This design comes from an exercise in tuning for small area and a short achievable clock period on the open sky130 flow, not from production work.
The RTL was checked by simulation tests, not by an equivalence proof against the original design.
Power is estimated from default activity; no workload was simulated.

## job 101
Design cpu5, start of the top module:
module cpu5(
    input reset,
    input clk,
    input [31:0] ibus,
    input [31:0] databus_in,
    output [31:0] databus_out,
    output databus_oe,
    output [31:0] iaddrbus,
    output [31:0] daddrbus
    );
export LEC_CHECK = 0
export CAP_MARGIN = 20
export CORE_MARGIN = 2
export CORE_UTILIZATION = 30
export PLACE_DENSITY = 0.4
export SETUP_SLACK_MARGIN = 2.4
export SLEW_MARGIN = 20
create_clock -name core_clock -period 6.0 [get_ports {clk}]
standard.sh (not shown) runs the stock make flow with config.mk's settings and CLKGATE_MAP_FILE= SYNTH_SCRIPT=/design/flow/synth_recipe.tcl, a recipe that flattens the netlist after the stock synthesis.
==> flow/flow/run.sh <==
#!/bin/bash
# Layout flow: the standard ORFS flow with two changes:
#  - clock tree synthesis runs without dummy loads (no extra load cells to
#    balance the clock buffers);
#  - the port buffers are sky130_fd_sc_hd__buf_2 cells.
# Each tool's output is kept in the ORFS logs under orfs/logs; make's own
# output goes to flow_make.log here.
set -euo pipefail
bash standard.sh \
  "CTS_ARGS=-sink_clustering_enable -repair_clock_nets -dont_use_dummy_load -sink_clustering_size 30 -sink_clustering_max_diameter 90" \
  "BUFFER_PORTS_ARGS=-inputs -outputs -buffer_cell sky130_fd_sc_hd__buf_2" \
  finish > flow_make.log 2>&1
Relative to job 101, the following input files were edited for job 102:
# job 101
export LEC_CHECK = 0
export CAP_MARGIN = 20
export CORE_MARGIN = 2
export CORE_UTILIZATION = 30
export PLACE_DENSITY = 0.4
export SETUP_SLACK_MARGIN = 2.4
export SLEW_MARGIN = 20
create_clock -name core_clock -period 6.0 [get_ports {clk}]
# job 102
export LEC_CHECK = 0
export CAP_MARGIN = 20
export CORE_MARGIN = 2
export CORE_UTILIZATION = 30
export PLACE_DENSITY = 0.4
export SETUP_SLACK_MARGIN = 1.9
export SLEW_MARGIN = 20
create_clock -name core_clock -period 6.0 [get_ports {clk}]
-- flow/flow/run.sh --
<<< job 101, line 8
set -euo pipefail
bash standard.sh \
  "CTS_ARGS=-sink_clustering_enable -repair_clock_nets -dont_use_dummy_load -sink_clustering_size 30 -sink_clustering_max_diameter 90" \
  "BUFFER_PORTS_ARGS=-inputs -outputs -buffer_cell sky130_fd_sc_hd__buf_2" \
  finish > flow_make.log 2>&1
>>> job 102, line 8
set -euo pipefail
bash standard.sh \
  "CTS_ARGS=-sink_clustering_enable -repair_clock_nets -dont_use_dummy_load -sink_clustering_size 26 -sink_clustering_max_diameter 80" \
  "BUFFER_PORTS_ARGS=-inputs -outputs -buffer_cell sky130_fd_sc_hd__buf_2" \
  finish > flow_make.log 2>&1
[summary]
Job 102: design area is 0.78% higher than what job 101 reported.
Taking job 101 as the reference, in job 102 area of combinational cells with multiple inputs now sits at about the same level; arrival time at the worst endpoint shows a reduction of 0.07 ns.
What job 103 does differently from job 102 at the input level:
-- flow/flow/run.sh --
<<< job 102, line 8
set -euo pipefail
bash standard.sh \
  "CTS_ARGS=-sink_clustering_enable -repair_clock_nets -dont_use_dummy_load -sink_clustering_size 26 -sink_clustering_max_diameter 80" \
  "BUFFER_PORTS_ARGS=-inputs -outputs -buffer_cell sky130_fd_sc_hd__buf_2" \
  finish > flow_make.log 2>&1
>>> job 103, line 8
set -euo pipefail
bash standard.sh \
  "CTS_ARGS=-sink_clustering_enable -repair_clock_nets -dont_use_dummy_load -sink_clustering_size 30 -sink_clustering_max_diameter 90" \
  "BUFFER_PORTS_ARGS=-inputs -outputs -buffer_cell sky130_fd_sc_hd__buf_2" \
  finish > flow_make.log 2>&1
Findings:
Number of buffers outside the clock class in the layout, job 102 and job 103, lower one = job 102.
Compared with job 102, internal power of the cells in job 103 decreased by a few percent.
Job 103: proportion of cell area spent on the clock network 0.57 points below job 102
Job 103 reached the final stage; the timing, design-rule and antenna checks on its layout passed.
Between job 102 and job 103, the arrival time at the worst endpoint does not differ in any meaningful way.
The following lists how job 104 was set up differently from job 103:
# job 103
export LEC_CHECK = 0
export CAP_MARGIN = 20
export CORE_MARGIN = 2
export CORE_UTILIZATION = 30
export PLACE_DENSITY = 0.4
export SETUP_SLACK_MARGIN = 1.9
export SLEW_MARGIN = 20
create_clock -name core_clock -period 6.0 [get_ports {clk}]
# job 104
export LEC_CHECK = 0
export CAP_MARGIN = 20
export CORE_MARGIN = 2
export CORE_UTILIZATION = 30
export SETUP_SLACK_MARGIN = 1.8
export SLEW_MARGIN = 20
create_clock -name core_clock -period 6.0 [get_ports {clk}]
==> flow/run.sh (new file) <==
#!/bin/bash
# synth_recipe.tcl (not shown) runs the flow's synth.tcl, then flattens the netlist and writes it again
# the make line also repeats each setting of config.mk as NAME=value (left out here)
make -C /OpenROAD-flow-scripts/flow DESIGN_CONFIG=/design/flow/config.mk WORK_HOME=/design/flow/orfs CLKGATE_MAP_FILE= SYNTH_SCRIPT=/design/flow/synth_recipe.tcl finish
removed: flow/flow/run.sh
removed: flow/standard.sh
==> summary.txt <==
Job 104 ends up with lower share of power burned in registers than job 103 does. Filler cell count in the final layout ends up lower on job 104. Non-clock buffer instance count of the final layout on job 104 is down relative to job 103. Job 104 vs job 103: buffers plus inverters on the worst setup path down. On combinational cell power, the lower figure sits with job 104, not job 103. Overall via count from detail_route ended up 505 higher on job 104 than on job 103. Relative to job 103, total routing usage reported by global routing decreased by 4.3 points in job 104.
Input-level comparison between job 105 and job 104:
# job 104
export LEC_CHECK = 0
export CAP_MARGIN = 20
export CORE_MARGIN = 2
export CORE_UTILIZATION = 30
export SETUP_SLACK_MARGIN = 1.8
export SLEW_MARGIN = 20
create_clock -name core_clock -period 6.0 [get_ports {clk}]
# job 105
export LEC_CHECK = 0
export CAP_MARGIN = 20
export CORE_MARGIN = 2
export CORE_UTILIZATION = 30
export PLACE_DENSITY = 0.4
export SETUP_SLACK_MARGIN = 1.5
export SLEW_MARGIN = 20
create_clock -name core_clock -period 6.0 [get_ports {clk}]
==> flow/flow/run.sh (new file) <==
#!/bin/bash
# Layout flow: the standard ORFS flow with two changes:
#  - clock tree synthesis runs without dummy loads (no extra load cells to
#    balance the clock buffers);
#  - the port buffers are sky130_fd_sc_hd__buf_2 cells.
# Each tool's output is kept in the ORFS logs under orfs/logs; make's own
# output goes to flow_make.log here.
set -euo pipefail
bash standard.sh \
  "CTS_ARGS=-sink_clustering_enable -repair_clock_nets -dont_use_dummy_load -sink_clustering_size 30 -sink_clustering_max_diameter 90" \
  "BUFFER_PORTS_ARGS=-inputs -outputs -buffer_cell sky130_fd_sc_hd__buf_2" \
  finish > flow_make.log 2>&1
==> flow/standard.sh (new file) <==
#!/bin/bash
# synth_recipe.tcl (not shown) runs the flow's synth.tcl, then flattens the netlist and writes it again
# the make line also repeats each setting of config.mk as NAME=value (left out here)
make -C /OpenROAD-flow-scripts/flow DESIGN_CONFIG=/design/flow/config.mk WORK_HOME=/design/flow/orfs CLKGATE_MAP_FILE= SYNTH_SCRIPT=/design/flow/synth_recipe.tcl "${@:-finish}"
removed: flow/run.sh
Job 105: PASS, flow complete, no timing, DRC or antenna violations
The run showing the greater sequential fraction of total cell area is job 105.
Insertion delay of the later-clocked pin in the worst-skew pair ended up 0.06 ns lower on job 105 than on job 104.
Relative to job 104, the H-tree level count of job 105 is lower by 1.
Sequential cell count came out exactly the same in job 105 and job 104.
Changes observed in job 105 relative to job 104: relative max-transition margin down 4.3 points, minimum clock period after layout has increased.

==> afterwards: timing with drivers on the ports <==
The results above use ideal ports. As a check the final layouts listed here were re-extracted and re-timed, cells and wires unchanged. Step 1: set_driving_cell puts a clkbuf_16 on clk and a buf_2 on each other input, an assumption about the parent block. Step 2 times the ports against the registers' clock, not the clock port: input delays grow and output delays shrink by t, the midpoint of the rising clock arrivals with the driver on. Slacks: ideal / step 1 / step 2; pairs: ideal / step 1.
run	shift t [ns]	setup slack, ns	worst slew at a driven data input, ns
job 101	0.828	1.675 / 1.675 / 1.675	0.07
job 102	0.829	1.725 / 1.725 / 1.636	0.07
job 103	0.815	1.707 / 1.707 / 1.707	0.08
job 104	0.887	1.732 / 1.732 / 1.732	0.12
job 105	0.808	1.446 / 1.446 / 1.446	0.08
After both steps every run listed still meets setup and hold. For job 102, which loses most, drivers alone change the setup slack by 0.000 ns; drivers and shift together by -0.089 ns.
